Source: an optimization exercise on an open RTL-to-GDS flow (aim: small area, a short achievable clock period and few clock cycles per item). Production flows keep margins and buffers that such runs may drop. No functional check of the RTL was part of any run shown here. Power is estimated from default activity; no workload was simulated.

[flow/config.mk]
export PLATFORM = sky130hd
export DESIGN_NAME = SSE
export DESIGN_NICKNAME = SSE
export VERILOG_FILES = /design/flow/design.v
export SDC_FILE = /design/flow/constraint.sdc
export NUM_CORES = 4
export LEC_CHECK = 0
export CAP_MARGIN = 20
export CORE_MARGIN = 2
export CORE_UTILIZATION = 55
export CTS_CLUSTER_DIAMETER = 100
export CTS_CLUSTER_SIZE = 26
export PLACE_DENSITY = 0.72
export SETUP_SLACK_MARGIN = 5
export SLEW_MARGIN = 20
export SYNTH_HIERARCHICAL = 1
export SYNTH_MINIMUM_KEEP_SIZE = 0
[flow/constraint.sdc]
create_clock -name core_clock -period 10.0 [get_ports {clk}]
set_input_delay 2.0000 -clock core_clock [delete_from_list [all_inputs] [get_ports {clk}]]
set_output_delay 2.0000 -clock core_clock [all_outputs]
set_load 0.01 [all_outputs]
[flow/design.v]
module sse_acc (
	input  logic        clk,
	input  logic        rst,
	input  logic        ps1,
	input  logic [7:0]  pe1,
	input  logic [24:0] pu1,
	input  logic        v5,
	input  logic        l5,
	output logic        out_valid,
	output logic [31:0] Y
);
	localparam logic [31:0] NAN = 32'h7f800001;
	logic [31:0] acc;
	logic        v6, l6, fresh;
	logic        ps;
	logic [7:0]  pe;
	logic        pNaN, pInf;   
	logic [23:0] yp;
	logic [3:0]  shH;    
	logic [7:0]  shL;    
	logic        selP;
	logic        as;
	logic [7:0]  ae;
	logic [22:0] af;
	assign {as, ae, af} = acc;
	logic aNaN, aInf, aZ, pZ;
	assign aNaN = (&ae) & (|af);
	assign aInf = (&ae) & ~(|af);
	assign aZ = fresh | ~(|ae);
	assign pZ = ~(|pe);
	logic normal;
	assign normal = ~aZ & ~aNaN & ~aInf & ~pNaN & ~pInf & ~pZ;
	logic [23:0] ya;
	logic [24:0] S, S1;
	logic        ovf;
	logic [7:0]  E, E1;
	logic [23:0] ma, yh;
	assign ma = {1'b1, af};
	always_comb begin
		for (int i = 0; i < 24; i++) begin
			yh[i] = (shH[0] & ma[i]) | (shH[1] & (i + 8 < 24 ? ma[(i + 8) % 24] : 1'b0))
				| (shH[2] & (i + 16 < 24 ? ma[(i + 16) % 24] : 1'b0));
			ya[i] = 0;
			for (int j = 0; j < 8; j++)
				if (i + j < 24) ya[i] = ya[i] | (shL[j] & yh[i + j]);
		end
	end
	sse_cadd #(.W(24), .L(5)) add (.a(ya), .b(yp), .s0(S), .s1(S1));
	assign ovf = S[24];
	assign E = selP ? pe : ae;
	assign E1 = E + 8'd1;
	logic [31:0] nres, pval, res;
	logic        selN, selA, selP2, selNaN;
	assign nres = ovf ? {as, E1, S1[23:1]} : {as, E, S[22:0]};
	assign pval = {ps, pe, aZ ? yp[22:0] : 23'd0};
	assign selN = v6 & normal;
	assign selNaN = v6 & (aZ ? pNaN : (aNaN | pNaN | (aInf & pInf & (as != ps))));
	assign selA = ~v6 | (~aZ & ~aNaN & ~pNaN & (aInf ? (~pInf | (as == ps)) : (~pInf & pZ)));
	assign selP2 = v6 & (aZ ? (~pNaN & ~pZ) : (~aNaN & ~pNaN & ~aInf & pInf));
	assign res = ({32{selN}} & nres) | ({32{selA}} & acc) | ({32{selP2}} & pval) | ({32{selNaN}} & NAN);
	logic [25:0] pinc;
	logic [22:0] f1n;
	logic [23:0] m1n;
	logic [7:0]  e1n;
	sse_inc #(.W(25), .L(5)) inc1 (.a(pu1), .s(pinc));
	assign f1n = pu1[24] ? pinc[23:1] : pu1[22:0];
	assign m1n = {1'b1, f1n};
	assign e1n = pe1;
	logic [23:0] yp0, yp1;
	logic [8:0]  dP0, dA0;
	logic [4:0]  shA0, shA1;
	logic        sel0, sel1, inc;
	logic       ebP;
	logic [8:0] dPa, dPp, dAa, dAp;
	assign ebP = v6 & (aZ | selP);
	assign dPa = {1'b0, ae} - {1'b0, e1n};
	assign dPp = {1'b0, pe} - {1'b0, e1n};
	assign dAa = {1'b0, e1n} - {1'b0, ae};
	assign dAp = {1'b0, e1n} - {1'b0, pe};
	assign dP0 = ebP ? dPp : dPa;
	assign dA0 = ebP ? dAp : dAa;
	assign inc = v6 & ~aZ & ~pZ & ovf;
	assign sel0 = dP0[8];
	assign sel1 = sel0 & (dA0 != 9'd1);
	assign yp0 = sel0 ? m1n : (dP0[7:0] > 8'd23) ? 24'd0 : (m1n >> dP0[4:0]);
	assign yp1 = sel0 ? m1n : {1'b0, yp0[23:1]};
	assign shA0 = ~sel0 ? 5'd0 : (dA0[7:0] > 8'd23) ? 5'd24 : dA0[4:0];
	assign shA1 = ~sel1 ? 5'd0 : (dA0[7:0] > 8'd24) ? 5'd24 : (dA0[4:0] - 5'd1);
	logic azn;
	assign azn = v6 ? (l6 | (aZ & pZ)) : aZ;
	logic [23:0] ypc0, ypc1;
	logic [3:0]  shH0, shH1;
	logic [7:0]  shL0, shL1;
	assign ypc0 = azn ? m1n : yp0;
	assign ypc1 = azn ? m1n : yp1;
	assign shH0 = {1'b0, shA0[4:3] == 2'd2, shA0[4:3] == 2'd1, shA0[4:3] == 2'd0};
	assign shH1 = {1'b0, shA1[4:3] == 2'd2, shA1[4:3] == 2'd1, shA1[4:3] == 2'd0};
	always_comb
		for (int j = 0; j < 8; j++) begin
			shL0[j] = (shA0[2:0] == j);
			shL1[j] = (shA1[2:0] == j);
		end
	always_ff @(posedge clk) begin
		ps <= ps1;
		pe <= e1n;
		pNaN <= (&e1n) & (|f1n);
		pInf <= (&e1n) & ~(|f1n);
		l6 <= l5;
		acc <= res;
		selP <= inc ? sel1 : sel0;
		shH <= inc ? shH1 : shH0;
		shL <= inc ? shL1 : shL0;
		yp <= inc ? ypc1 : ypc0;
		if (rst) begin
			v6 <= 0;
			fresh <= 1;
			out_valid <= 0;
		end
		else begin
			v6 <= v5;
			if (v6) fresh <= l6;
			out_valid <= v6 & l6;
		end
	end
	assign Y = acc;
endmodule
module sse_cadd #(parameter int W = 24, parameter int L = 5) (
	input  logic [W-1:0] a,
	input  logic [W-1:0] b,
	output logic [W:0]   s0,
	output logic [W:0]   s1
);
	logic [W-1:0] g [0:L];
	logic [W-1:0] t [0:L];
	logic [W-1:0] h;
	assign g[0] = a & b;
	assign t[0] = a | b;
	assign h = a ^ b;
	genvar l, i;
	generate
		for (l = 0; l < L; l++) begin : g_lvl
			for (i = 0; i < W; i++) begin : g_bit
				if (i >= (1 << l)) begin : g_op
					assign g[l + 1][i] = g[l][i] | (t[l][i] & g[l][i - (1 << l)]);
					assign t[l + 1][i] = t[l][i] & t[l][i - (1 << l)];
				end
				else begin : g_pass
					assign g[l + 1][i] = g[l][i];
					assign t[l + 1][i] = t[l][i];
				end
			end
		end
	endgenerate
	assign s0 = {g[L][W-1], h ^ {g[L][W-2:0], 1'b0}};
	assign s1 = {g[L][W-1] | t[L][W-1], h ^ {g[L][W-2:0] | t[L][W-2:0], 1'b1}};
endmodule
module sse_add #(parameter int W = 24, parameter int L = 5) (
	input  logic [W-1:0] a,
	input  logic [W-1:0] b,
	input  logic         ci,
	output logic [W:0]   s
);
	logic [W:0] g [0:L];
	logic [W:0] p [0:L];
	assign g[0] = {a & b, ci};
	assign p[0] = {a ^ b, 1'b0};
	genvar l, i;
	generate
		for (l = 0; l < L; l++) begin : g_lvl
			for (i = 0; i <= W; i++) begin : g_bit
				if ((i >> l) & 1) begin : g_op
					assign g[l + 1][i] = g[l][i] | (p[l][i] & g[l][((i >> l) << l) - 1]);
					assign p[l + 1][i] = p[l][i] & p[l][((i >> l) << l) - 1];
				end
				else begin : g_pass
					assign g[l + 1][i] = g[l][i];
					assign p[l + 1][i] = p[l][i];
				end
			end
		end
	endgenerate
	assign s = {g[L][W], p[0][W:1] ^ g[L][W-1:0]};
endmodule
module sse_inc #(parameter int W = 24, parameter int L = 5) (
	input  logic [W-1:0] a,
	output logic [W:0]   s
);
	logic [W-1:0] p [0:L];
	assign p[0] = a;
	genvar l, i;
	generate
		for (l = 0; l < L; l++) begin : g_lvl
			for (i = 0; i < W; i++) begin : g_bit
				if ((i >> l) & 1) begin : g_op
					assign p[l + 1][i] = p[l][i] & p[l][((i >> l) << l) - 1];
				end
				else begin : g_pass
					assign p[l + 1][i] = p[l][i];
				end
			end
		end
	endgenerate
	assign s = {p[L][W-1], a ^ {p[L][W-2:0], 1'b1}};
endmodule
module sse_sq_tree (
	input  logic [22:0] f,
	output logic [47:0] q0,
	output logic [47:0] q1
);
	wire t1 = ~(~(f[0] & f[17]) ^ ~(f[1] & f[16]));
	wire t2 = ~(f[0] & f[17]) | ~(f[1] & f[16]);
	wire t3 = ~(~(f[0] & f[18]) ^ ~(f[1] & f[17]));
	wire t4 = ~(f[0] & f[18]) | ~(f[1] & f[17]);
	wire t5, t6;
	sse_fa ut5 (.a(~(f[0] & f[19])), .b(~(f[1] & f[18])), .c(~(f[2] & f[17])), .s(t5), .co(t6));
	wire t7 = ~(~(f[3] & f[16]) ^ ~(f[4] & f[15]));
	wire t8 = ~(f[3] & f[16]) | ~(f[4] & f[15]);
	wire t9, t10;
	sse_fa ut9 (.a(~(f[0] & f[20])), .b(~(f[1] & f[19])), .c(~(f[2] & f[18])), .s(t9), .co(t10));
	wire t11 = ~(~(f[3] & f[17]) ^ ~(f[4] & f[16]));
	wire t12 = ~(f[3] & f[17]) | ~(f[4] & f[16]);
	wire t13, t14;
	sse_fa ut13 (.a(~(f[0] & f[21])), .b(~(f[1] & f[20])), .c(~(f[2] & f[19])), .s(t13), .co(t14));
	wire t15, t16;
	sse_fa ut15 (.a(~(f[3] & f[18])), .b(~(f[4] & f[17])), .c(~(f[5] & f[16])), .s(t15), .co(t16));
	wire t17 = ~(~(f[6] & f[15]) ^ ~(f[7] & f[14]));
	wire t18 = ~(f[6] & f[15]) | ~(f[7] & f[14]);
	wire t19, t20;
	sse_fa ut19 (.a(~(f[0] & f[22])), .b(~(f[1] & f[21])), .c(~(f[2] & f[20])), .s(t19), .co(t20));
	wire t21, t22;
	sse_fa ut21 (.a(~(f[3] & f[19])), .b(~(f[4] & f[18])), .c(~(f[5] & f[17])), .s(t21), .co(t22));
	wire t23 = ~(~(f[6] & f[16]) ^ ~(f[7] & f[15]));
	wire t24 = ~(f[6] & f[16]) | ~(f[7] & f[15]);
	wire t25, t26;
	sse_fa ut25 (.a(~f[0]), .b(~(f[1] & f[22])), .c(~(f[2] & f[21])), .s(t25), .co(t26));
	wire t27, t28;
	sse_fa ut27 (.a(~(f[3] & f[20])), .b(~(f[4] & f[19])), .c(~(f[5] & f[18])), .s(t27), .co(t28));
	wire t29, t30;
	sse_fa ut29 (.a(~(f[6] & f[17])), .b(~(f[7] & f[16])), .c(~(f[8] & f[15])), .s(t29), .co(t30));
	wire t31 = ~(~(f[9] & f[14]) ^ ~(f[10] & f[13]));
	wire t32 = ~(f[9] & f[14]) | ~(f[10] & f[13]);
	wire t33, t34;
	sse_fa ut33 (.a(~f[1]), .b(~(f[2] & f[22])), .c(~(f[3] & f[21])), .s(t33), .co(t34));
	wire t35, t36;
	sse_fa ut35 (.a(~(f[4] & f[20])), .b(~(f[5] & f[19])), .c(~(f[6] & f[18])), .s(t35), .co(t36));
	wire t37, t38;
	sse_fa ut37 (.a(~(f[7] & f[17])), .b(~(f[8] & f[16])), .c(~(f[9] & f[15])), .s(t37), .co(t38));
	wire t39, t40;
	sse_fa ut39 (.a(~f[2]), .b(~(f[3] & f[22])), .c(~(f[4] & f[21])), .s(t39), .co(t40));
	wire t41, t42;
	sse_fa ut41 (.a(~(f[5] & f[20])), .b(~(f[6] & f[19])), .c(~(f[7] & f[18])), .s(t41), .co(t42));
	wire t43, t44;
	sse_fa ut43 (.a(~(f[8] & f[17])), .b(~(f[9] & f[16])), .c(~(f[10] & f[15])), .s(t43), .co(t44));
	wire t45, t46;
	sse_fa ut45 (.a(~f[3]), .b(~(f[4] & f[22])), .c(~(f[5] & f[21])), .s(t45), .co(t46));
	wire t47, t48;
	sse_fa ut47 (.a(~(f[6] & f[20])), .b(~(f[7] & f[19])), .c(~(f[8] & f[18])), .s(t47), .co(t48));
	wire t49, t50;
	sse_fa ut49 (.a(~f[4]), .b(~(f[5] & f[22])), .c(~(f[6] & f[21])), .s(t49), .co(t50));
	wire t51, t52;
	sse_fa ut51 (.a(~(f[7] & f[20])), .b(~(f[8] & f[19])), .c(~(f[9] & f[18])), .s(t51), .co(t52));
	wire t53, t54;
	sse_fa ut53 (.a(~f[5]), .b(~(f[6] & f[22])), .c(~(f[7] & f[21])), .s(t53), .co(t54));
	wire t55, t56;
	sse_fa ut55 (.a(~f[6]), .b(~(f[7] & f[22])), .c(~(f[8] & f[21])), .s(t55), .co(t56));
	wire t57 = ~(~(f[0] & f[11]) ^ ~(f[1] & f[10]));
	wire t58 = ~(f[0] & f[11]) | ~(f[1] & f[10]);
	wire t59 = ~(~(f[0] & f[12]) ^ ~(f[1] & f[11]));
	wire t60 = ~(f[0] & f[12]) | ~(f[1] & f[11]);
	wire t61, t62;
	sse_fa ut61 (.a(~(f[0] & f[13])), .b(~(f[1] & f[12])), .c(~(f[2] & f[11])), .s(t61), .co(t62));
	wire t63 = ~(~(f[3] & f[10]) ^ ~(f[4] & f[9]));
	wire t64 = ~(f[3] & f[10]) | ~(f[4] & f[9]);
	wire t65, t66;
	sse_fa ut65 (.a(~(f[0] & f[14])), .b(~(f[1] & f[13])), .c(~(f[2] & f[12])), .s(t65), .co(t66));
	wire t67 = ~(~(f[3] & f[11]) ^ ~(f[4] & f[10]));
	wire t68 = ~(f[3] & f[11]) | ~(f[4] & f[10]);
	wire t69, t70;
	sse_fa ut69 (.a(~(f[0] & f[15])), .b(~(f[1] & f[14])), .c(~(f[2] & f[13])), .s(t69), .co(t70));
	wire t71, t72;
	sse_fa ut71 (.a(~(f[3] & f[12])), .b(~(f[4] & f[11])), .c(~(f[5] & f[10])), .s(t71), .co(t72));
	wire t73 = ~(~(f[6] & f[9]) ^ ~(f[7] & f[8]));
	wire t74 = ~(f[6] & f[9]) | ~(f[7] & f[8]);
	wire t75, t76;
	sse_fa ut75 (.a(~(f[0] & f[16])), .b(~(f[1] & f[15])), .c(~(f[2] & f[14])), .s(t75), .co(t76));
	wire t77, t78;
	sse_fa ut77 (.a(~(f[3] & f[13])), .b(~(f[4] & f[12])), .c(~(f[5] & f[11])), .s(t77), .co(t78));
	wire t79 = ~(~(f[6] & f[10]) ^ ~(f[7] & f[9]));
	wire t80 = ~(f[6] & f[10]) | ~(f[7] & f[9]);
	wire t81, t82;
	sse_fa ut81 (.a(t1), .b(~(f[2] & f[15])), .c(~(f[3] & f[14])), .s(t81), .co(t82));
	wire t83, t84;
	sse_fa ut83 (.a(~(f[4] & f[13])), .b(~(f[5] & f[12])), .c(~(f[6] & f[11])), .s(t83), .co(t84));
	wire t85, t86;
	sse_fa ut85 (.a(~(f[7] & f[10])), .b(~(f[8] & f[9])), .c(~f[9]), .s(t85), .co(t86));
	wire t87, t88;
	sse_fa ut87 (.a(t2), .b(t3), .c(~(f[2] & f[16])), .s(t87), .co(t88));
	wire t89, t90;
	sse_fa ut89 (.a(~(f[3] & f[15])), .b(~(f[4] & f[14])), .c(~(f[5] & f[13])), .s(t89), .co(t90));
	wire t91, t92;
	sse_fa ut91 (.a(~(f[6] & f[12])), .b(~(f[7] & f[11])), .c(~(f[8] & f[10])), .s(t91), .co(t92));
	wire t93, t94;
	sse_fa ut93 (.a(t4), .b(t5), .c(t7), .s(t93), .co(t94));
	wire t95, t96;
	sse_fa ut95 (.a(~(f[5] & f[14])), .b(~(f[6] & f[13])), .c(~(f[7] & f[12])), .s(t95), .co(t96));
	wire t97, t98;
	sse_fa ut97 (.a(~(f[8] & f[11])), .b(~(f[9] & f[10])), .c(~f[10]), .s(t97), .co(t98));
	wire t99, t100;
	sse_fa ut99 (.a(t6), .b(t8), .c(t9), .s(t99), .co(t100));
	wire t101, t102;
	sse_fa ut101 (.a(t11), .b(~(f[5] & f[15])), .c(~(f[6] & f[14])), .s(t101), .co(t102));
	wire t103, t104;
	sse_fa ut103 (.a(~(f[7] & f[13])), .b(~(f[8] & f[12])), .c(~(f[9] & f[11])), .s(t103), .co(t104));
	wire t105, t106;
	sse_fa ut105 (.a(t10), .b(t12), .c(t13), .s(t105), .co(t106));
	wire t107, t108;
	sse_fa ut107 (.a(t15), .b(t17), .c(~(f[8] & f[13])), .s(t107), .co(t108));
	wire t109, t110;
	sse_fa ut109 (.a(~(f[9] & f[12])), .b(~(f[10] & f[11])), .c(~f[11]), .s(t109), .co(t110));
	wire t111, t112;
	sse_fa ut111 (.a(t14), .b(t16), .c(t18), .s(t111), .co(t112));
	wire t113, t114;
	sse_fa ut113 (.a(t19), .b(t21), .c(t23), .s(t113), .co(t114));
	wire t115, t116;
	sse_fa ut115 (.a(~(f[8] & f[14])), .b(~(f[9] & f[13])), .c(~(f[10] & f[12])), .s(t115), .co(t116));
	wire t117, t118;
	sse_fa ut117 (.a(t20), .b(t22), .c(t24), .s(t117), .co(t118));
	wire t119, t120;
	sse_fa ut119 (.a(t25), .b(t27), .c(t29), .s(t119), .co(t120));
	wire t121, t122;
	sse_fa ut121 (.a(t31), .b(~(f[11] & f[12])), .c(~f[12]), .s(t121), .co(t122));
	wire t123, t124;
	sse_fa ut123 (.a(t26), .b(t28), .c(t30), .s(t123), .co(t124));
	wire t125, t126;
	sse_fa ut125 (.a(t32), .b(t33), .c(t35), .s(t125), .co(t126));
	wire t127, t128;
	sse_fa ut127 (.a(t37), .b(~(f[10] & f[14])), .c(~(f[11] & f[13])), .s(t127), .co(t128));
	wire t129, t130;
	sse_fa ut129 (.a(t34), .b(t36), .c(t38), .s(t129), .co(t130));
	wire t131, t132;
	sse_fa ut131 (.a(t39), .b(t41), .c(t43), .s(t131), .co(t132));
	wire t133, t134;
	sse_fa ut133 (.a(~(f[11] & f[14])), .b(~(f[12] & f[13])), .c(~f[13]), .s(t133), .co(t134));
	wire t135, t136;
	sse_fa ut135 (.a(t40), .b(t42), .c(t44), .s(t135), .co(t136));
	wire t137, t138;
	sse_fa ut137 (.a(t45), .b(t47), .c(~(f[9] & f[17])), .s(t137), .co(t138));
	wire t139, t140;
	sse_fa ut139 (.a(~(f[10] & f[16])), .b(~(f[11] & f[15])), .c(~(f[12] & f[14])), .s(t139), .co(t140));
	wire t141, t142;
	sse_fa ut141 (.a(t46), .b(t48), .c(t49), .s(t141), .co(t142));
	wire t143, t144;
	sse_fa ut143 (.a(t51), .b(~(f[10] & f[17])), .c(~(f[11] & f[16])), .s(t143), .co(t144));
	wire t145, t146;
	sse_fa ut145 (.a(~(f[12] & f[15])), .b(~(f[13] & f[14])), .c(~f[14]), .s(t145), .co(t146));
	wire t147, t148;
	sse_fa ut147 (.a(t50), .b(t52), .c(t53), .s(t147), .co(t148));
	wire t149, t150;
	sse_fa ut149 (.a(~(f[8] & f[20])), .b(~(f[9] & f[19])), .c(~(f[10] & f[18])), .s(t149), .co(t150));
	wire t151, t152;
	sse_fa ut151 (.a(~(f[11] & f[17])), .b(~(f[12] & f[16])), .c(~(f[13] & f[15])), .s(t151), .co(t152));
	wire t153, t154;
	sse_fa ut153 (.a(t54), .b(t55), .c(~(f[9] & f[20])), .s(t153), .co(t154));
	wire t155, t156;
	sse_fa ut155 (.a(~(f[10] & f[19])), .b(~(f[11] & f[18])), .c(~(f[12] & f[17])), .s(t155), .co(t156));
	wire t157, t158;
	sse_fa ut157 (.a(~(f[13] & f[16])), .b(~(f[14] & f[15])), .c(~f[15]), .s(t157), .co(t158));
	wire t159, t160;
	sse_fa ut159 (.a(t56), .b(~f[7]), .c(~(f[8] & f[22])), .s(t159), .co(t160));
	wire t161, t162;
	sse_fa ut161 (.a(~(f[9] & f[21])), .b(~(f[10] & f[20])), .c(~(f[11] & f[19])), .s(t161), .co(t162));
	wire t163, t164;
	sse_fa ut163 (.a(~(f[12] & f[18])), .b(~(f[13] & f[17])), .c(~(f[14] & f[16])), .s(t163), .co(t164));
	wire t165, t166;
	sse_fa ut165 (.a(~f[8]), .b(~(f[9] & f[22])), .c(~(f[10] & f[21])), .s(t165), .co(t166));
	wire t167, t168;
	sse_fa ut167 (.a(~(f[11] & f[20])), .b(~(f[12] & f[19])), .c(~(f[13] & f[18])), .s(t167), .co(t168));
	wire t169, t170;
	sse_fa ut169 (.a(~(f[14] & f[17])), .b(~(f[15] & f[16])), .c(~f[16]), .s(t169), .co(t170));
	wire t171, t172;
	sse_fa ut171 (.a(~f[9]), .b(~(f[10] & f[22])), .c(~(f[11] & f[21])), .s(t171), .co(t172));
	wire t173, t174;
	sse_fa ut173 (.a(~(f[12] & f[20])), .b(~(f[13] & f[19])), .c(~(f[14] & f[18])), .s(t173), .co(t174));
	wire t175, t176;
	sse_fa ut175 (.a(~f[10]), .b(~(f[11] & f[22])), .c(~(f[12] & f[21])), .s(t175), .co(t176));
	wire t177, t178;
	sse_fa ut177 (.a(~(f[13] & f[20])), .b(~(f[14] & f[19])), .c(~(f[15] & f[18])), .s(t177), .co(t178));
	wire t179, t180;
	sse_fa ut179 (.a(~f[11]), .b(~(f[12] & f[22])), .c(~(f[13] & f[21])), .s(t179), .co(t180));
	wire t181, t182;
	sse_fa ut181 (.a(~f[12]), .b(~(f[13] & f[22])), .c(~(f[14] & f[21])), .s(t181), .co(t182));
	wire t183 = ~(~(f[0] & f[7]) ^ ~(f[1] & f[6]));
	wire t184 = ~(f[0] & f[7]) | ~(f[1] & f[6]);
	wire t185 = ~(~(f[0] & f[8]) ^ ~(f[1] & f[7]));
	wire t186 = ~(f[0] & f[8]) | ~(f[1] & f[7]);
	wire t187, t188;
	sse_fa ut187 (.a(~(f[0] & f[9])), .b(~(f[1] & f[8])), .c(~(f[2] & f[7])), .s(t187), .co(t188));
	wire t189 = ~(~(f[3] & f[6]) ^ ~(f[4] & f[5]));
	wire t190 = ~(f[3] & f[6]) | ~(f[4] & f[5]);
	wire t191, t192;
	sse_fa ut191 (.a(~(f[0] & f[10])), .b(~(f[1] & f[9])), .c(~(f[2] & f[8])), .s(t191), .co(t192));
	wire t193 = ~(~(f[3] & f[7]) ^ ~(f[4] & f[6]));
	wire t194 = ~(f[3] & f[7]) | ~(f[4] & f[6]);
	wire t195, t196;
	sse_fa ut195 (.a(t57), .b(~(f[2] & f[9])), .c(~(f[3] & f[8])), .s(t195), .co(t196));
	wire t197, t198;
	sse_fa ut197 (.a(~(f[4] & f[7])), .b(~(f[5] & f[6])), .c(~f[6]), .s(t197), .co(t198));
	wire t199, t200;
	sse_fa ut199 (.a(t58), .b(t59), .c(~(f[2] & f[10])), .s(t199), .co(t200));
	wire t201, t202;
	sse_fa ut201 (.a(~(f[3] & f[9])), .b(~(f[4] & f[8])), .c(~(f[5] & f[7])), .s(t201), .co(t202));
	wire t203, t204;
	sse_fa ut203 (.a(t60), .b(t61), .c(t63), .s(t203), .co(t204));
	wire t205, t206;
	sse_fa ut205 (.a(~(f[5] & f[8])), .b(~(f[6] & f[7])), .c(~f[7]), .s(t205), .co(t206));
	wire t207, t208;
	sse_fa ut207 (.a(t62), .b(t64), .c(t65), .s(t207), .co(t208));
	wire t209, t210;
	sse_fa ut209 (.a(t67), .b(~(f[5] & f[9])), .c(~(f[6] & f[8])), .s(t209), .co(t210));
	wire t211, t212;
	sse_fa ut211 (.a(t66), .b(t68), .c(t69), .s(t211), .co(t212));
	wire t213, t214;
	sse_fa ut213 (.a(t71), .b(t73), .c(~f[8]), .s(t213), .co(t214));
	wire t215, t216;
	sse_fa ut215 (.a(t70), .b(t72), .c(t74), .s(t215), .co(t216));
	wire t217, t218;
	sse_fa ut217 (.a(t75), .b(t77), .c(t79), .s(t217), .co(t218));
	wire t219, t220;
	sse_fa ut219 (.a(t76), .b(t78), .c(t80), .s(t219), .co(t220));
	wire t221, t222;
	sse_fa ut221 (.a(t81), .b(t83), .c(t85), .s(t221), .co(t222));
	wire t223, t224;
	sse_fa ut223 (.a(t82), .b(t84), .c(t86), .s(t223), .co(t224));
	wire t225, t226;
	sse_fa ut225 (.a(t87), .b(t89), .c(t91), .s(t225), .co(t226));
	wire t227, t228;
	sse_fa ut227 (.a(t88), .b(t90), .c(t92), .s(t227), .co(t228));
	wire t229, t230;
	sse_fa ut229 (.a(t93), .b(t95), .c(t97), .s(t229), .co(t230));
	wire t231, t232;
	sse_fa ut231 (.a(t94), .b(t96), .c(t98), .s(t231), .co(t232));
	wire t233, t234;
	sse_fa ut233 (.a(t99), .b(t101), .c(t103), .s(t233), .co(t234));
	wire t235, t236;
	sse_fa ut235 (.a(t100), .b(t102), .c(t104), .s(t235), .co(t236));
	wire t237, t238;
	sse_fa ut237 (.a(t105), .b(t107), .c(t109), .s(t237), .co(t238));
	wire t239, t240;
	sse_fa ut239 (.a(t106), .b(t108), .c(t110), .s(t239), .co(t240));
	wire t241, t242;
	sse_fa ut241 (.a(t111), .b(t113), .c(t115), .s(t241), .co(t242));
	wire t243, t244;
	sse_fa ut243 (.a(t112), .b(t114), .c(t116), .s(t243), .co(t244));
	wire t245, t246;
	sse_fa ut245 (.a(t117), .b(t119), .c(t121), .s(t245), .co(t246));
	wire t247, t248;
	sse_fa ut247 (.a(t118), .b(t120), .c(t122), .s(t247), .co(t248));
	wire t249, t250;
	sse_fa ut249 (.a(t123), .b(t125), .c(t127), .s(t249), .co(t250));
	wire t251, t252;
	sse_fa ut251 (.a(t124), .b(t126), .c(t128), .s(t251), .co(t252));
	wire t253, t254;
	sse_fa ut253 (.a(t129), .b(t131), .c(t133), .s(t253), .co(t254));
	wire t255, t256;
	sse_fa ut255 (.a(t130), .b(t132), .c(t134), .s(t255), .co(t256));
	wire t257, t258;
	sse_fa ut257 (.a(t135), .b(t137), .c(t139), .s(t257), .co(t258));
	wire t259, t260;
	sse_fa ut259 (.a(t136), .b(t138), .c(t140), .s(t259), .co(t260));
	wire t261, t262;
	sse_fa ut261 (.a(t141), .b(t143), .c(t145), .s(t261), .co(t262));
	wire t263, t264;
	sse_fa ut263 (.a(t142), .b(t144), .c(t146), .s(t263), .co(t264));
	wire t265, t266;
	sse_fa ut265 (.a(t147), .b(t149), .c(t151), .s(t265), .co(t266));
	wire t267, t268;
	sse_fa ut267 (.a(t148), .b(t150), .c(t152), .s(t267), .co(t268));
	wire t269, t270;
	sse_fa ut269 (.a(t153), .b(t155), .c(t157), .s(t269), .co(t270));
	wire t271, t272;
	sse_fa ut271 (.a(t154), .b(t156), .c(t158), .s(t271), .co(t272));
	wire t273, t274;
	sse_fa ut273 (.a(t159), .b(t161), .c(t163), .s(t273), .co(t274));
	wire t275, t276;
	sse_fa ut275 (.a(t160), .b(t162), .c(t164), .s(t275), .co(t276));
	wire t277, t278;
	sse_fa ut277 (.a(t165), .b(t167), .c(t169), .s(t277), .co(t278));
	wire t279, t280;
	sse_fa ut279 (.a(t166), .b(t168), .c(t170), .s(t279), .co(t280));
	wire t281, t282;
	sse_fa ut281 (.a(t171), .b(t173), .c(~(f[15] & f[17])), .s(t281), .co(t282));
	wire t283, t284;
	sse_fa ut283 (.a(t172), .b(t174), .c(t175), .s(t283), .co(t284));
	wire t285, t286;
	sse_fa ut285 (.a(t177), .b(~(f[16] & f[17])), .c(~f[17]), .s(t285), .co(t286));
	wire t287, t288;
	sse_fa ut287 (.a(t176), .b(t178), .c(t179), .s(t287), .co(t288));
	wire t289, t290;
	sse_fa ut289 (.a(~(f[14] & f[20])), .b(~(f[15] & f[19])), .c(~(f[16] & f[18])), .s(t289), .co(t290));
	wire t291, t292;
	sse_fa ut291 (.a(t180), .b(t181), .c(~(f[15] & f[20])), .s(t291), .co(t292));
	wire t293, t294;
	sse_fa ut293 (.a(~(f[16] & f[19])), .b(~(f[17] & f[18])), .c(~f[18]), .s(t293), .co(t294));
	wire t295, t296;
	sse_fa ut295 (.a(t182), .b(~f[13]), .c(~(f[14] & f[22])), .s(t295), .co(t296));
	wire t297, t298;
	sse_fa ut297 (.a(~(f[15] & f[21])), .b(~(f[16] & f[20])), .c(~(f[17] & f[19])), .s(t297), .co(t298));
	wire t299, t300;
	sse_fa ut299 (.a(~f[14]), .b(~(f[15] & f[22])), .c(~(f[16] & f[21])), .s(t299), .co(t300));
	wire t301, t302;
	sse_fa ut301 (.a(~(f[17] & f[20])), .b(~(f[18] & f[19])), .c(~f[19]), .s(t301), .co(t302));
	wire t303, t304;
	sse_fa ut303 (.a(~f[15]), .b(~(f[16] & f[22])), .c(~(f[17] & f[21])), .s(t303), .co(t304));
	wire t305, t306;
	sse_fa ut305 (.a(~f[16]), .b(~(f[17] & f[22])), .c(~(f[18] & f[21])), .s(t305), .co(t306));
	wire t307 = ~(~(f[0] & f[5]) ^ ~(f[1] & f[4]));
	wire t308 = ~(f[0] & f[5]) | ~(f[1] & f[4]);
	wire t309 = ~(~(f[0] & f[6]) ^ ~(f[1] & f[5]));
	wire t310 = ~(f[0] & f[6]) | ~(f[1] & f[5]);
	wire t311, t312;
	sse_fa ut311 (.a(t183), .b(~(f[2] & f[5])), .c(~(f[3] & f[4])), .s(t311), .co(t312));
	wire t313, t314;
	sse_fa ut313 (.a(t184), .b(t185), .c(~(f[2] & f[6])), .s(t313), .co(t314));
	wire t315, t316;
	sse_fa ut315 (.a(t186), .b(t187), .c(t189), .s(t315), .co(t316));
	wire t317, t318;
	sse_fa ut317 (.a(t188), .b(t190), .c(t191), .s(t317), .co(t318));
	wire t319, t320;
	sse_fa ut319 (.a(t192), .b(t194), .c(t195), .s(t319), .co(t320));
	wire t321, t322;
	sse_fa ut321 (.a(t196), .b(t198), .c(t199), .s(t321), .co(t322));
	wire t323, t324;
	sse_fa ut323 (.a(t200), .b(t202), .c(t203), .s(t323), .co(t324));
	wire t325, t326;
	sse_fa ut325 (.a(t204), .b(t206), .c(t207), .s(t325), .co(t326));
	wire t327, t328;
	sse_fa ut327 (.a(t208), .b(t210), .c(t211), .s(t327), .co(t328));
	wire t329, t330;
	sse_fa ut329 (.a(t212), .b(t214), .c(t215), .s(t329), .co(t330));
	wire t331, t332;
	sse_fa ut331 (.a(t216), .b(t218), .c(t219), .s(t331), .co(t332));
	wire t333, t334;
	sse_fa ut333 (.a(t220), .b(t222), .c(t223), .s(t333), .co(t334));
	wire t335, t336;
	sse_fa ut335 (.a(t224), .b(t226), .c(t227), .s(t335), .co(t336));
	wire t337, t338;
	sse_fa ut337 (.a(t228), .b(t230), .c(t231), .s(t337), .co(t338));
	wire t339, t340;
	sse_fa ut339 (.a(t232), .b(t234), .c(t235), .s(t339), .co(t340));
	wire t341, t342;
	sse_fa ut341 (.a(t236), .b(t238), .c(t239), .s(t341), .co(t342));
	wire t343, t344;
	sse_fa ut343 (.a(t240), .b(t242), .c(t243), .s(t343), .co(t344));
	wire t345, t346;
	sse_fa ut345 (.a(t244), .b(t246), .c(t247), .s(t345), .co(t346));
	wire t347, t348;
	sse_fa ut347 (.a(t248), .b(t250), .c(t251), .s(t347), .co(t348));
	wire t349, t350;
	sse_fa ut349 (.a(t252), .b(t254), .c(t255), .s(t349), .co(t350));
	wire t351, t352;
	sse_fa ut351 (.a(t256), .b(t258), .c(t259), .s(t351), .co(t352));
	wire t353, t354;
	sse_fa ut353 (.a(t260), .b(t262), .c(t263), .s(t353), .co(t354));
	wire t355, t356;
	sse_fa ut355 (.a(t264), .b(t266), .c(t267), .s(t355), .co(t356));
	wire t357, t358;
	sse_fa ut357 (.a(t268), .b(t270), .c(t271), .s(t357), .co(t358));
	wire t359, t360;
	sse_fa ut359 (.a(t272), .b(t274), .c(t275), .s(t359), .co(t360));
	wire t361, t362;
	sse_fa ut361 (.a(t276), .b(t278), .c(t279), .s(t361), .co(t362));
	wire t363, t364;
	sse_fa ut363 (.a(t280), .b(t282), .c(t283), .s(t363), .co(t364));
	wire t365, t366;
	sse_fa ut365 (.a(t284), .b(t286), .c(t287), .s(t365), .co(t366));
	wire t367, t368;
	sse_fa ut367 (.a(t288), .b(t290), .c(t291), .s(t367), .co(t368));
	wire t369, t370;
	sse_fa ut369 (.a(t292), .b(t294), .c(t295), .s(t369), .co(t370));
	wire t371, t372;
	sse_fa ut371 (.a(t296), .b(t298), .c(t299), .s(t371), .co(t372));
	wire t373, t374;
	sse_fa ut373 (.a(t300), .b(t302), .c(t303), .s(t373), .co(t374));
	wire t375, t376;
	sse_fa ut375 (.a(t304), .b(t305), .c(~(f[19] & f[20])), .s(t375), .co(t376));
	wire t377, t378;
	sse_fa ut377 (.a(t306), .b(~f[17]), .c(~(f[18] & f[22])), .s(t377), .co(t378));
	wire t379, t380;
	sse_fa ut379 (.a(~f[18]), .b(~(f[19] & f[22])), .c(~(f[20] & f[21])), .s(t379), .co(t380));
	wire t381 = ~(~(f[0] & f[3]) ^ ~(f[1] & f[2]));
	wire t382 = ~(f[0] & f[3]) | ~(f[1] & f[2]);
	wire t383 = ~(~(f[0] & f[4]) ^ ~(f[1] & f[3]));
	wire t384 = ~(f[0] & f[4]) | ~(f[1] & f[3]);
	wire t385, t386;
	sse_fa ut385 (.a(t307), .b(~(f[2] & f[3])), .c(~f[3]), .s(t385), .co(t386));
	wire t387, t388;
	sse_fa ut387 (.a(t308), .b(t309), .c(~(f[2] & f[4])), .s(t387), .co(t388));
	wire t389, t390;
	sse_fa ut389 (.a(t310), .b(t311), .c(~f[4]), .s(t389), .co(t390));
	wire t391, t392;
	sse_fa ut391 (.a(t312), .b(t313), .c(~(f[3] & f[5])), .s(t391), .co(t392));
	wire t393, t394;
	sse_fa ut393 (.a(t314), .b(t315), .c(~f[5]), .s(t393), .co(t394));
	wire t395, t396;
	sse_fa ut395 (.a(t316), .b(t317), .c(t193), .s(t395), .co(t396));
	wire t397, t398;
	sse_fa ut397 (.a(t318), .b(t319), .c(t197), .s(t397), .co(t398));
	wire t399, t400;
	sse_fa ut399 (.a(t320), .b(t321), .c(t201), .s(t399), .co(t400));
	wire t401, t402;
	sse_fa ut401 (.a(t322), .b(t323), .c(t205), .s(t401), .co(t402));
	wire t403, t404;
	sse_fa ut403 (.a(t324), .b(t325), .c(t209), .s(t403), .co(t404));
	wire t405, t406;
	sse_fa ut405 (.a(t326), .b(t327), .c(t213), .s(t405), .co(t406));
	wire t407, t408;
	sse_fa ut407 (.a(t328), .b(t329), .c(t217), .s(t407), .co(t408));
	wire t409, t410;
	sse_fa ut409 (.a(t330), .b(t331), .c(t221), .s(t409), .co(t410));
	wire t411, t412;
	sse_fa ut411 (.a(t332), .b(t333), .c(t225), .s(t411), .co(t412));
	wire t413, t414;
	sse_fa ut413 (.a(t334), .b(t335), .c(t229), .s(t413), .co(t414));
	wire t415, t416;
	sse_fa ut415 (.a(t336), .b(t337), .c(t233), .s(t415), .co(t416));
	wire t417, t418;
	sse_fa ut417 (.a(t338), .b(t339), .c(t237), .s(t417), .co(t418));
	wire t419, t420;
	sse_fa ut419 (.a(t340), .b(t341), .c(t241), .s(t419), .co(t420));
	wire t421, t422;
	sse_fa ut421 (.a(t342), .b(t343), .c(t245), .s(t421), .co(t422));
	wire t423, t424;
	sse_fa ut423 (.a(t344), .b(t345), .c(t249), .s(t423), .co(t424));
	wire t425, t426;
	sse_fa ut425 (.a(t346), .b(t347), .c(t253), .s(t425), .co(t426));
	wire t427, t428;
	sse_fa ut427 (.a(t348), .b(t349), .c(t257), .s(t427), .co(t428));
	wire t429, t430;
	sse_fa ut429 (.a(t350), .b(t351), .c(t261), .s(t429), .co(t430));
	wire t431, t432;
	sse_fa ut431 (.a(t352), .b(t353), .c(t265), .s(t431), .co(t432));
	wire t433, t434;
	sse_fa ut433 (.a(t354), .b(t355), .c(t269), .s(t433), .co(t434));
	wire t435, t436;
	sse_fa ut435 (.a(t356), .b(t357), .c(t273), .s(t435), .co(t436));
	wire t437, t438;
	sse_fa ut437 (.a(t358), .b(t359), .c(t277), .s(t437), .co(t438));
	wire t439, t440;
	sse_fa ut439 (.a(t360), .b(t361), .c(t281), .s(t439), .co(t440));
	wire t441, t442;
	sse_fa ut441 (.a(t362), .b(t363), .c(t285), .s(t441), .co(t442));
	wire t443, t444;
	sse_fa ut443 (.a(t364), .b(t365), .c(t289), .s(t443), .co(t444));
	wire t445, t446;
	sse_fa ut445 (.a(t366), .b(t367), .c(t293), .s(t445), .co(t446));
	wire t447, t448;
	sse_fa ut447 (.a(t368), .b(t369), .c(t297), .s(t447), .co(t448));
	wire t449, t450;
	sse_fa ut449 (.a(t370), .b(t371), .c(t301), .s(t449), .co(t450));
	wire t451, t452;
	sse_fa ut451 (.a(t372), .b(t373), .c(~(f[18] & f[20])), .s(t451), .co(t452));
	wire t453, t454;
	sse_fa ut453 (.a(t374), .b(t375), .c(~f[20]), .s(t453), .co(t454));
	wire t455, t456;
	sse_fa ut455 (.a(t376), .b(t377), .c(~(f[19] & f[21])), .s(t455), .co(t456));
	wire t457, t458;
	sse_fa ut457 (.a(t378), .b(t379), .c(~f[21]), .s(t457), .co(t458));
	wire t459, t460;
	sse_fa ut459 (.a(t380), .b(~f[19]), .c(~(f[20] & f[22])), .s(t459), .co(t460));
	wire t461, t462;
	sse_fa ut461 (.a(~f[20]), .b(~(f[21] & f[22])), .c(~f[22]), .s(t461), .co(t462));
	assign q0[0] = ~f[0];
	assign q1[0] = 1'b1;
	assign q0[1] = 1'b1;
	assign q1[1] = 1'b1;
	assign q0[2] = ~(f[0] & f[1]);
	assign q1[2] = ~f[1];
	assign q0[3] = ~(f[0] & f[2]);
	assign q1[3] = 1'b1;
	assign q0[4] = t381;
	assign q1[4] = ~f[2];
	assign q0[5] = t382;
	assign q1[5] = t383;
	assign q0[6] = t384;
	assign q1[6] = t385;
	assign q0[7] = t386;
	assign q1[7] = t387;
	assign q0[8] = t388;
	assign q1[8] = t389;
	assign q0[9] = t390;
	assign q1[9] = t391;
	assign q0[10] = t392;
	assign q1[10] = t393;
	assign q0[11] = t394;
	assign q1[11] = t395;
	assign q0[12] = t396;
	assign q1[12] = t397;
	assign q0[13] = t398;
	assign q1[13] = t399;
	assign q0[14] = t400;
	assign q1[14] = t401;
	assign q0[15] = t402;
	assign q1[15] = t403;
	assign q0[16] = t404;
	assign q1[16] = t405;
	assign q0[17] = t406;
	assign q1[17] = t407;
	assign q0[18] = t408;
	assign q1[18] = t409;
	assign q0[19] = t410;
	assign q1[19] = t411;
	assign q0[20] = t412;
	assign q1[20] = t413;
	assign q0[21] = t414;
	assign q1[21] = t415;
	assign q0[22] = t416;
	assign q1[22] = t417;
	assign q0[23] = t418;
	assign q1[23] = t419;
	assign q0[24] = t420;
	assign q1[24] = t421;
	assign q0[25] = t422;
	assign q1[25] = t423;
	assign q0[26] = t424;
	assign q1[26] = t425;
	assign q0[27] = t426;
	assign q1[27] = t427;
	assign q0[28] = t428;
	assign q1[28] = t429;
	assign q0[29] = t430;
	assign q1[29] = t431;
	assign q0[30] = t432;
	assign q1[30] = t433;
	assign q0[31] = t434;
	assign q1[31] = t435;
	assign q0[32] = t436;
	assign q1[32] = t437;
	assign q0[33] = t438;
	assign q1[33] = t439;
	assign q0[34] = t440;
	assign q1[34] = t441;
	assign q0[35] = t442;
	assign q1[35] = t443;
	assign q0[36] = t444;
	assign q1[36] = t445;
	assign q0[37] = t446;
	assign q1[37] = t447;
	assign q0[38] = t448;
	assign q1[38] = t449;
	assign q0[39] = t450;
	assign q1[39] = t451;
	assign q0[40] = t452;
	assign q1[40] = t453;
	assign q0[41] = t454;
	assign q1[41] = t455;
	assign q0[42] = t456;
	assign q1[42] = t457;
	assign q0[43] = t458;
	assign q1[43] = t459;
	assign q0[44] = t460;
	assign q1[44] = t461;
	assign q0[45] = t462;
	assign q1[45] = ~f[21];
	assign q0[46] = 1'b0;
	assign q1[46] = ~f[22];
	assign q0[47] = 1'b1;
	assign q1[47] = 1'b1;
endmodule
module sse_sq_sum (
	input  logic [47:0] q0,
	input  logic [47:0] q1,
	output logic [47:0] P
);
	logic [48:0] s;
	sse_add #(.W(48), .L(6)) add (.a(q0), .b(q1), .ci(1'b1), .s(s));
	assign P = ~s[47:0];
endmodule
module sse_fa (
	input  logic a, b, c,
	output logic s, co
);
	assign s = a ^ b ^ c;
	assign co = (a & b) | (a & c) | (b & c);
endmodule
module SSE (
	input  logic        clk,
	input  logic        rst,
	input  logic        in_valid,
	input  logic        in_last,
	input  logic [31:0] A,
	input  logic [31:0] B,
	output logic        in_ready,
	output logic        out_valid,
	output logic [31:0] Y
);
	localparam logic [31:0] NAN = 32'h7f800001;
	logic v0, v2, v3, v4, v5;
	logic l0, l2, l3, l4, l5;
	always_ff @(posedge clk) begin
		if (rst) begin
			in_ready <= 0;
			{v0, v2, v3, v4, v5} <= 0;
		end
		else begin
			in_ready <= 1;
			v0 <= in_valid & in_ready;
			{v2, v3, v4, v5} <= {v0, v2, v3, v4};
		end
		{l0, l2, l3, l4, l5} <= {in_last, l0, l2, l3, l4};
	end
	logic        sA, sB;
	logic [7:0]  eA, eB;
	logic [22:0] fA, fB;
	assign {sA, eA, fA} = A;
	assign {sB, eB, fB} = B;
	logic nanA, nanB, infA, infB, zA, zB;
	assign nanA = (&eA) & (|fA);
	assign nanB = (&eB) & (|fB);
	assign infA = (&eA) & ~(|fA);
	assign infB = (&eB) & ~(|fB);
	assign zA = ~(|eA);
	assign zB = ~(|eB);
	logic spec, isNaN, kill, ssgn;
	assign spec = zA | zB | (&eA) | (&eB);
	assign isNaN = nanA | nanB | (infA & infB & (sA != sB));
	assign kill = isNaN | (zA & zB);
	always_comb begin
		if (nanA | nanB) ssgn = 0;
		else if (infA & infB) ssgn = (sA == sB) ? sA : 1'b0;
		else if (infA) ssgn = sA;
		else if (infB) ssgn = sB;
		else if (zA & zB) ssgn = 0;
		else if (zA) ssgn = ~sB;
		else ssgn = sA;
	end
	logic [8:0]  dAB;
	logic [7:0]  dBA;
	logic        aLess, eEq, fLess, swp, neg;
	assign dAB = {1'b0, eA} - {1'b0, eB};
	assign dBA = eB - eA;
	assign aLess = dAB[8];
	assign eEq = (eA == eB);
	assign fLess = fA < fB;
	assign swp = A[30:0] < B[30:0];    
	assign neg = eEq & fLess & (sA == sB);
	logic [22:0] x0, y0;
	logic [4:0]  k0;
	logic [7:0]  e0;
	logic        s0, sub0, neg0;
	always_ff @(posedge clk) begin
		y0 <= aLess ? fA : fB;
		x0 <= kill ? {22'd0, isNaN} : aLess ? fB : fA;
		e0 <= aLess ? eB : eA;
		if (spec) begin
			k0 <= 5'd24;
			s0 <= ssgn;
			sub0 <= 0;
			neg0 <= 0;
		end
		else begin
			k0 <= aLess ? ((dBA > 8'd23) ? 5'd24 : dBA[4:0]) : ((dAB[7:0] > 8'd23) ? 5'd24 : dAB[4:0]);
			s0 <= (sA == sB) ? (swp ^ sA) : sA;
			sub0 <= (sA == sB);
			neg0 <= neg;
		end
	end
	logic [23:0] y1;
	assign y1 = {1'b1, y0} >> k0;
	logic [24:0] sum2;
	sse_add #(.W(24), .L(5)) add1 (.a({1'b1, x0}), .b(sub0 ? ~y1 : y1), .ci(sub0 & ~neg0), .s(sum2));
	logic [24:0] r2;
	logic [7:0]  e2;
	logic        s2, sub2, neg2;
	always_ff @(posedge clk) begin
		r2 <= {sum2[24] & ~sub0, sum2[23:0]};
		e2 <= e0;
		s2 <= s0;
		sub2 <= sub0;
		neg2 <= neg0;
	end
	logic [24:0] inc3;
	logic [25:0] inc3x;
	assign inc3 = inc3x[24:0];
	sse_inc #(.W(25), .L(5)) inc1 (.a(r2), .s(inc3x));
	logic [31:0] zx;
	logic [7:0]  nz1;
	logic [15:0] nc1;
	logic [3:0]  nz2;
	logic [11:0] nc2;
	logic [1:0]  nz3;
	logic [7:0]  nc3;
	logic [4:0]  lz;
	logic [23:0] rr;     
	assign rr = r2[23:0] ^ {24{neg2}};
	assign zx = {rr, 8'hff};
	genvar gi;
	generate
		for (gi = 0; gi < 8; gi++) begin : g_l1
			logic [3:0] q;
			assign q = zx[4 * gi +: 4];
			assign nz1[gi] = |q;
			assign nc1[2 * gi +: 2] = q[3] ? 2'd0 : q[2] ? 2'd1 : q[1] ? 2'd2 : 2'd3;
		end
		for (gi = 0; gi < 4; gi++) begin : g_l2
			assign nz2[gi] = nz1[2 * gi + 1] | nz1[2 * gi];
			assign nc2[3 * gi +: 3] = nz1[2 * gi + 1] ? {1'b0, nc1[4 * gi + 2 +: 2]} : {1'b1, nc1[4 * gi +: 2]};
		end
		for (gi = 0; gi < 2; gi++) begin : g_l3
			assign nz3[gi] = nz2[2 * gi + 1] | nz2[2 * gi];
			assign nc3[4 * gi +: 4] = nz2[2 * gi + 1] ? {1'b0, nc2[6 * gi + 3 +: 3]} : {1'b1, nc2[6 * gi +: 3]};
		end
	endgenerate
	assign lz = nz3[1] ? {1'b0, nc3[7:4]} : {1'b1, nc3[3:0]};
	logic [23:0] n1;
	assign n1 = rr << lz;
	logic        s3;
	logic [7:0]  e3;
	logic [4:0]  lz3;
	logic [22:0] f3;
	always_ff @(posedge clk) begin
		if (sub2) begin
			if (rr == 0) begin
				s3 <= 0;
				e3 <= 0;
				lz3 <= 0;
			end
			else begin
				s3 <= s2;
				e3 <= e2;
				lz3 <= lz;
			end
			f3 <= n1[22:0];
		end
		else begin
			s3 <= s2;
			e3 <= r2[24] ? e2 + 8'd1 : e2;
			lz3 <= 0;
			f3 <= r2[24] ? inc3[23:1] : r2[22:0];
		end
	end
	logic        sd;
	logic [7:0]  ed;
	logic [22:0] fd;
	assign sd = s3;
	assign ed = e3 - {3'd0, lz3};
	assign fd = f3;
	logic [9:0] ex4;
	assign ex4 = {1'b0, ed, 1'b0} - 10'd127;
	logic [47:0] q0, q1;
	sse_sq_tree sq (.f(fd), .q0(q0), .q1(q1));
	logic spec4, ssp4, esp4, nsp4;
	always_comb begin
		spec4 = 1;
		ssp4 = 0;
		esp4 = 1;
		nsp4 = 0;
		if ((&ed) & (|fd)) nsp4 = 1;
		else if (&ed) ssp4 = sd;
		else if (~(|ed)) esp4 = 0;
		else if (~ex4[9] & (ex4[8:0] > 9'd254)) ;
		else if (ex4[9] | (ex4 == 0)) esp4 = 0;
		else spec4 = 0;
	end
	logic [47:0] r40, r41;
	logic [7:0]  e4;
	logic        spec5i, ssp5i, esp5i, nsp5i;
	always_ff @(posedge clk) begin
		r40 <= q0;
		r41 <= q1;
		e4 <= ex4[7:0];
		spec5i <= spec4;
		ssp5i <= ssp4;
		esp5i <= esp4;
		nsp5i <= nsp4;
	end
	logic [47:0] P;
	logic [24:0] U;
	sse_sq_sum sqs (.q0(r40), .q1(r41), .P(P));
	assign U = P[47:23];
	logic        ps5;
	logic [7:0]  pe5;
	logic [24:0] pu5;
	always_comb begin
		if (spec5i) begin
			ps5 = ssp5i;
			pe5 = {8{esp5i}};
			pu5 = {24'd0, nsp5i};
		end
		else begin
			ps5 = 0;
			pe5 = U[24] ? e4 + 8'd1 : e4;
			pu5 = U;
		end
	end
	logic        ps1;
	logic [7:0]  pe1;
	logic [24:0] pu1;
	always_ff @(posedge clk) begin
		ps1 <= ps5;
		pe1 <= pe5;
		pu1 <= pu5;
	end
	sse_acc acc (
		.clk(clk), .rst(rst),
		.ps1(ps1), .pe1(pe1), .pu1(pu1), .v5(v5), .l5(l5),
		.out_valid(out_valid), .Y(Y)
	);
endmodule
[flow/flow/run.sh]
#!/bin/bash
set -euo pipefail
bash standard.sh SETUP_SLACK_MARGIN=6.0 "BUFFER_PORTS_ARGS=-buffer_cell sky130_fd_sc_hd__buf_1" finish > standard.log 2>&1
[flow/standard.sh]
#!/bin/bash
# synth_recipe.tcl (not shown) runs the flow's synth.tcl, then flattens the netlist and writes it again
# the make line also repeats each setting of config.mk as NAME=value (left out here)
make -C /OpenROAD-flow-scripts/flow DESIGN_CONFIG=/design/flow/config.mk WORK_HOME=/design/flow/orfs CLKGATE_MAP_FILE= SYNTH_SCRIPT=/design/flow/synth_recipe.tcl "${@:-finish}"
==> impl_metrics.json, run 1 <==
{
  "cp.arrival_ns": 4.44,
  "slew_viol_final": 0,
  "path_clk_slew_ns": 0.09,
  "route.detailed.drc": 0,
  "fp-row-count": 89,
  "gp_congestion": 0.9767,
  "cts_sinks": 370,
  "viasPerCell": 6.198,
  "min_period_ns": 3.977,
  "crit_buf_inv": 4,
  "ir_worst_vdd_uv": 266.7,
  "die_w_um": 247.9,
  "rsz0062_at_grt": "true",
  "crit_path_start_kind": "flip-flop",
  "overflow": 0,
  "antenna_found_initial": 0,
  "vias": 28160,
  "fin_total_pwr_mw": 13.17,
  "grt_pass1_vias": 26410,
  "setup_ws_ns": 6.023,
  "synthCells": 3762,
  "fin_tns_setup_ns": 0,
  "hp-class": "flip-flop to flip-flop",
  "utilization": 0.6058,
  "cp-end-kind": "flip-flop",
  "hold_viol": 0,
  "status": "finished clean",
  "clock_latency_ns": 0.60,
  "leakage_nw": 14.22,
  "initial_utilization": 0.5552,
  "critPathTopFamily": "compound AO/OA/AOI/OAI gates",
  "synth_area_per_cell_um2": 8.694,
  "synthesis.area_um2": 32710,
  "wl_per_cell_um": 20.19,
  "cp_cell_sequence": "a22oi_1 -> nand2_2 -> a22oi_1 -> nand4_1 -> ha_2 -> inv_2 -> fa_2 -> o21bai_4 -> a211oi_2 -> buf_4 -> o21ai_4 -> nand2_2 -> o21ai_4 -> buf_12 -> buf_4 -> mux2i_1 -> nor2_1 -> a221o_1",
  "clockBufferDepth": 3,
  "placed_area_um2": 32870,
  "layout.cells.non_filler": 4543,
  "drt_iter0_drc": 2719,
  "cpMaxStageDelayCell": "dfxtp_2",
  "postLayoutCellArea_um2": 35690,
  "critPathRequiredTime_ns": 10.47,
  "die-area_um2": 61430,
  "drive_above_1_share": 0.1334,
  "htreeDepth": 1,
  "chipHeight_um": 247.9,
  "n_antenna_cell": 0,
  "ios": 102,
  "worst_pin_slew_ns": 1.132,
  "slew_headroom": 0.2404,
  "seq_area_um2": 7475,
  "firstDrtPassIters": 7,
  "setup_violations": 0,
  "pre_cts_ws_ns": 4.161,
  "multiInputGateArea_um2": 23730,
  "grt_pass1_wl_um": 143200,
  "grt_max_degree": 69,
  "max_stage_delay_ns": 0.50,
  "fmax_mhz": 251.4,
  "dpl.hpwl_um": 65900,
  "maxCapViolCount": 0,
  "drt_wl_total_um": 91710,
  "areaGrowthSynthToFinish_pct": 9.105,
  "cts_tree": "yes",
  "whs_ns": 0.3338,
  "num-nets-final": 4264,
  "clock_skew_ns": 0.04449,
  "placed_cells": 4398,
  "io_buffers": 101,
  "cts_made_buffers": 22,
  "cp_max_fo": 13,
  "core_um2": 58910,
  "ant_nets": 0,
  "period_share": 0.3977,
  "pwr_density_cell_nw_per_um2": 369.2,
  "critPathKind": "flip-flop to flip-flop",
  "ctsRootBufferMaster": "clkbuf_16",
  "ys.warnings.count": 19,
  "grt_use_total": 0.2884,
  "nFillCells": 5043
}
==> path summary, 6_finish.rpt <==
path              depth (start not counted)           to        start  slack (ns)
setup / recovery                         18  acc.acc[22]  acc.acc[22]        6.02
hold / removal                            0           l2           l0        0.33
setup reg to reg                         18  acc.acc[22]  acc.acc[22]        6.02
hold reg to reg                           0           l2           l0        0.33
==> metal layers <==
layer  global-route usage  up-vias  part of all wire
met1               0.3908    13570              0.41
met4               0.1118        0             0.044
met3              0.03774      259             0.074
met2               0.4683     1301              0.47
li1                     -    13020                 -
met5                    0        -                 0
==> worst register-to-register path, stage by stage, from the launching register on <==
cell and delay (ns):
dfxtp_2 0.50, a22oi_1 0.14, nand2_2 0.18, a22oi_1 0.12, nand4_1 0.18, ha_2 0.21
inv_2 0.05, fa_2 0.42, o21bai_4 0.18, a211oi_2 0.09, buf_4 0.17, o21ai_4 0.17
nand2_2 0.11, o21ai_4 0.19, buf_12 0.16, buf_4 0.22, mux2i_1 0.43, nor2_1 0.07
a221o_1 0.27
==> repair_timing <==
action / CTS / global route
pin swaps: 21 / 65
endpoints found under the setup margin: 122 / 131
hold buffers: 0 / 0
gates cloned: 7 / 4
buffers inserted: 26 / 74
resized for setup: 114 / 168
==> state kept, by name (all words and copies together) (netlist names), 23 cells and up <==
register	cells
r41	48
pu1	25
f3	23
r40	48
r2	25
acc.acc	32
y0	23
x0	23
acc.yp	24
==> where the power goes <==
| part | switching [mW] | internal [mW] |
|---|---|---|
| Combinational | 5.35 | 4.10 |
| Clock | 0.576 | 0.440 |
| Sequential | 0.585 | 2.13 |
==> area by class of cell <==
cell class	count	area share
multi-input cells	2823	0.6649
repair inverters	1	0.0002104
well taps	773	0.02710
repair buffers	249	0.04688
clock inverters	11	0.004453
flip-flops and latches	370	0.2095
clock buffers	23	0.01581
inverters	293	0.03121
==> cells in the final DEF, fill, tap and decap left out, types with 42 or more instances in the layout <==
cell and count:
nor2b_1 60, and2_1 63, o21ai_0 122, nor3_1 55
mux2i_1 141, buf_1 99, nor2_1 182, xor2_1 79
a21oi_1 166, xnor2_1 112, inv_1 281, buf_4 125
dfxtp_1 340, nand2_1 489, nand4_1 55, ha_1 192
fa_1 217, nand3_1 68, a22oi_1 50, a21o_1 42
==> inputs of run 2 (changes only) <==
--- a/flow/design.v
+++ b/flow/design.v
@@ -821,16 +821,19 @@
 	assign zA = ~(|eA);
 	assign zB = ~(|eB);
-	logic spec, isNaN, kill, ssgn;
-	assign spec = zA | zB | (&eA) | (&eB);
-	assign isNaN = nanA | nanB | (infA & infB & (sA != sB));
-	assign kill = isNaN | (zA & zB);
+	logic        spec;
+	logic [31:0] sval;
 	always_comb begin
-		if (nanA | nanB) ssgn = 0;
-		else if (infA & infB) ssgn = (sA == sB) ? sA : 1'b0;
-		else if (infA) ssgn = sA;
-		else if (infB) ssgn = sB;
-		else if (zA & zB) ssgn = 0;
-		else if (zA) ssgn = ~sB;
-		else ssgn = sA;
+		spec = 1;
+		if (nanA | nanB) sval = NAN;
+		else if (infA & infB) sval = (sA == sB) ? A : NAN;
+		else if (infA) sval = A;
+		else if (infB) sval = B;
+		else if (zA & zB) sval = 0;
+		else if (zA) sval = {~sB, B[30:0]};
+		else if (zB) sval = A;
+		else begin
+			spec = 0;
+			sval = A;
+		end
 	end
 	logic [8:0]  dAB;
@@ -842,5 +845,5 @@
 	assign eEq = (eA == eB);
 	assign fLess = fA < fB;
-	assign swp = A[30:0] < B[30:0];    
+	assign swp = aLess | (eEq & fLess);
 	assign neg = eEq & fLess & (sA == sB);
 	logic [22:0] x0, y0;
@@ -850,14 +853,16 @@
 	always_ff @(posedge clk) begin
 		y0 <= aLess ? fA : fB;
-		x0 <= kill ? {22'd0, isNaN} : aLess ? fB : fA;
-		e0 <= aLess ? eB : eA;
 		if (spec) begin
+			x0 <= sval[22:0];
 			k0 <= 5'd24;
-			s0 <= ssgn;
+			e0 <= sval[30:23];
+			s0 <= sval[31];
 			sub0 <= 0;
 			neg0 <= 0;
 		end
 		else begin
+			x0 <= aLess ? fB : fA;
 			k0 <= aLess ? ((dBA > 8'd23) ? 5'd24 : dBA[4:0]) : ((dAB[7:0] > 8'd23) ? 5'd24 : dAB[4:0]);
+			e0 <= aLess ? eB : eA;
 			s0 <= (sA == sB) ? (swp ^ sA) : sA;
 			sub0 <= (sA == sB);
--- a/flow/config.mk
+++ b/flow/config.mk
@@ -8,8 +8,8 @@
 export CAP_MARGIN = 20
 export CORE_MARGIN = 2
-export CORE_UTILIZATION = 55
+export CORE_UTILIZATION = 40
 export CTS_CLUSTER_DIAMETER = 100
-export CTS_CLUSTER_SIZE = 26
-export PLACE_DENSITY = 0.72
+export CTS_CLUSTER_SIZE = 30
+export PLACE_DENSITY = 0.6
 export SETUP_SLACK_MARGIN = 5
 export SLEW_MARGIN = 20
==> impl_metrics.json, run 2 <==
{
  "status": "finished clean",
  "initial_utilization": 0.4031,
  "min_period_ns": 4.056,
  "die-area_um2": 84930,
  "ios": 102,
  "gp_congestion": 0.9277,
  "antenna_found_initial": 0,
  "holdBufCountCts": 0,
  "die_w_um": 291.4,
  "firstDrtPassIters": 8,
  "critPathRequiredTime_ns": 10.50,
  "ir_worst_vdd_uv": 274.5,
  "pwr_density_cell_nw_per_um2": 361.8,
  "cts_sinks": 370,
  "grt_pass1_vias": 27090,
  "largestRegisters": "r40: 48 flops, r41: 48 flops, acc.acc: 32 flops",
  "synthesis.area_um2": 33050,
  "grt_use_total": 0.2174,
  "cts_tree": "yes",
  "fp-row-count": 105,
  "period_share": 0.4056,
  "ant_nets": 0,
  "wl_per_cell_um": 19.65,
  "route.detailed.drc": 0,
  "crit_path_start_kind": "input port",
  "whs_endpoint": "l5",
  "hp-start": "l4",
  "utilization": 0.4472,
  "viasPerCell": 5.786,
  "final_common_cell": "nand2_1",
  "fmax_mhz": 246.5,
  "fin_tns_setup_ns": 0,
  "chipHeight_um": 291.4,
  "hold_viol": 0,
  "clock_skew_ns": 0.02938,
  "maxCapViolCount": 0,
  "vias": 28060,
  "rsz0062_at_grt": "true",
  "core_um2": 81980,
  "path_clk_slew_ns": 0.11,
  "hp-class": "flip-flop to flip-flop",
  "setup_violations": 0,
  "io_buffers": 101,
  "cp.arrival_ns": 4.56,
  "overflow": 0,
  "fin_total_pwr_mw": 13.27,
  "ys.warnings.count": 19,
  "postLayoutCellArea_um2": 36660,
  "drt_iter0_drc": 2635,
  "drive_above_1_share": 0.1352,
  "cp_cell_sequence": "buf_12 -> buf_12 -> ha_4 -> inv_2 -> fa_2 -> a21o_1 -> a21oi_4 -> nor2b_1 -> nor3_2 -> a21oi_1 -> a21oi_1 -> a31oi_2 -> a2111oi_4 -> buf_4 -> nand2b_1 -> a311oi_1",
  "worstRegToRegCells": 17,
  "rr_endpoint": "acc.acc[29]",
  "n_antenna_cell": 0,
  "r2r_start": "acc.shH[0]",
  "slew_viol_final": 0,
  "grt_max_degree": 40,
  "clock_latency_ns": 0.60,
  "hold_depth": 0,
  "cp_max_fo": 4,
  "dpl.hpwl_um": 69310,
  "htreeDepth": 1,
  "clockBufferDepth": 3,
  "num-nets-final": 4270,
  "placed_area_um2": 33620,
  "slew_headroom": 0.2479,
  "synthCells": 3786,
  "grt_pass1_wl_um": 151200,
  "cp-end-kind": "flip-flop",
  "leakage_nw": 14.34,
  "synth_area_per_cell_um2": 8.729,
  "drt_wl_total_um": 95280,
  "cts_made_buffers": 22,
  "worst_pin_slew_ns": 1.127,
  "cpMaxStageDelayCell": "a2111oi_4",
  "critPathKind": "input port to flip-flop",
  "areaGrowthSynthToFinish_pct": 10.94,
  "ctsRootBufferMaster": "clkbuf_16",
  "max_stage_delay_ns": 0.41,
  "layout_common_cells": "nand2_1 (458), dfxtp_1 (342), inv_1 (260)",
  "r2r_setup_slack_ns": 6.02
}
## run 2: worst max-delay path by stage
stage	from	to	cells past startpoint
global route	acc.shH[0]	acc.shH[0]	16
finish	A[23]	k0[2]	16
floorplan	A[23]	k0[4]	14
detailed placement	B[23]	x0[10]	13
global placement	B[23]	x0[2]	13
CTS	A[23]	k0[4]	15
## run 2: final cells by class
type	count	area, µm²
well taps	1070	1339
clock inverters	15	239.0
repair inverters	1	7.507
clock buffers	23	575.6
repair buffers	231	1563
multi-input cells	2864	24370
inverters	276	1099
fillers	8008	45320
flip-flops and latches	370	7475
## run 2: metal layers
metal,vias to the layer above,wire (µm),track usage
met3,170,6120,0.02016
li1,13160,-,-
met4,0,2871,0.06173
met5,-,0,0
met2,1130,44840,0.3601
met1,13600,41450,0.3017
## run 2: where the power goes
part / switching (mW) / internal (mW) / leakage [nW]
combinational: 5.25 / 4.13 / 10.8
sequential: 0.655 / 2.13 / 3.10
clock: 0.631 / 0.471 / 0.396
total: 6.53 / 6.73 / 14.3
## run 2: critical path: cells and delay by family
kind	cells	cell delay (ns)
and+or+nand+nor	3	0.27
AOI/OAI and AO/OA	7	1.37
buffers and inverters	4	0.45
adders and majority gates	2	0.45
## run 2: through the flow
| step | setup slack, ns | hold WS (ns) | cells |
|---|---|---|---|
| 6_report | 5.944 | 0.3276 | 4850 |
| 5_1_grt | 5.822 | 0.3383 | 4850 |
| 4_1_cts | 5.906 | 0.3378 | 4790 |
| 3_5_place_dp | 4.313 | 0.3121 | 4714 |
| 3_3_place_gp | 4.370 | 0.3102 | 4714 |
| 2_1_floorplan | 5.567 | 0.3096 | 3791 |
## run 2: what timing repair did
item / CTS / global route
gates resized for setup: 120 / 192
pin swaps: 26 / 45
gates cloned: 8 / 4
hold endpoints to repair: 0 / 0
setup buffers: 30 / 56
setup endpoints to repair: 150 / 145

port drivers added, routing unchanged:
The results above use ideal ports. As a check the final layouts listed here were re-extracted and re-timed, cells and wires unchanged.
Step 1 sets driving cells, clkbuf_16 on the clock port and buf_2 on the other inputs (assumed; they add their load-dependent delay and slew).
Step 2 adds t to the input delays and takes it off the output delays; t is the mean of the earliest and latest rising clock arrival at the registers after step 1. Input paths then give back, and output paths get back, about the clock's delay inside the block.
Three values: no drivers, after step 1, after step 2; two values: the first two.
run | shift t [ns] | setup WS [ns] | hold WS [ns]
run 1 | 0.644 | 6.023 / 6.023 / 5.465 | 0.334 / 0.334 / 0.334
run 2 | 0.649 | 5.944 / 5.949 / 5.299 | 0.328 / 0.328 / 0.328
After both steps setup and hold are still met in every run listed. For run 2, which loses most, drivers alone change the setup slack by +0.005 ns; drivers and shift together by -0.645 ns.
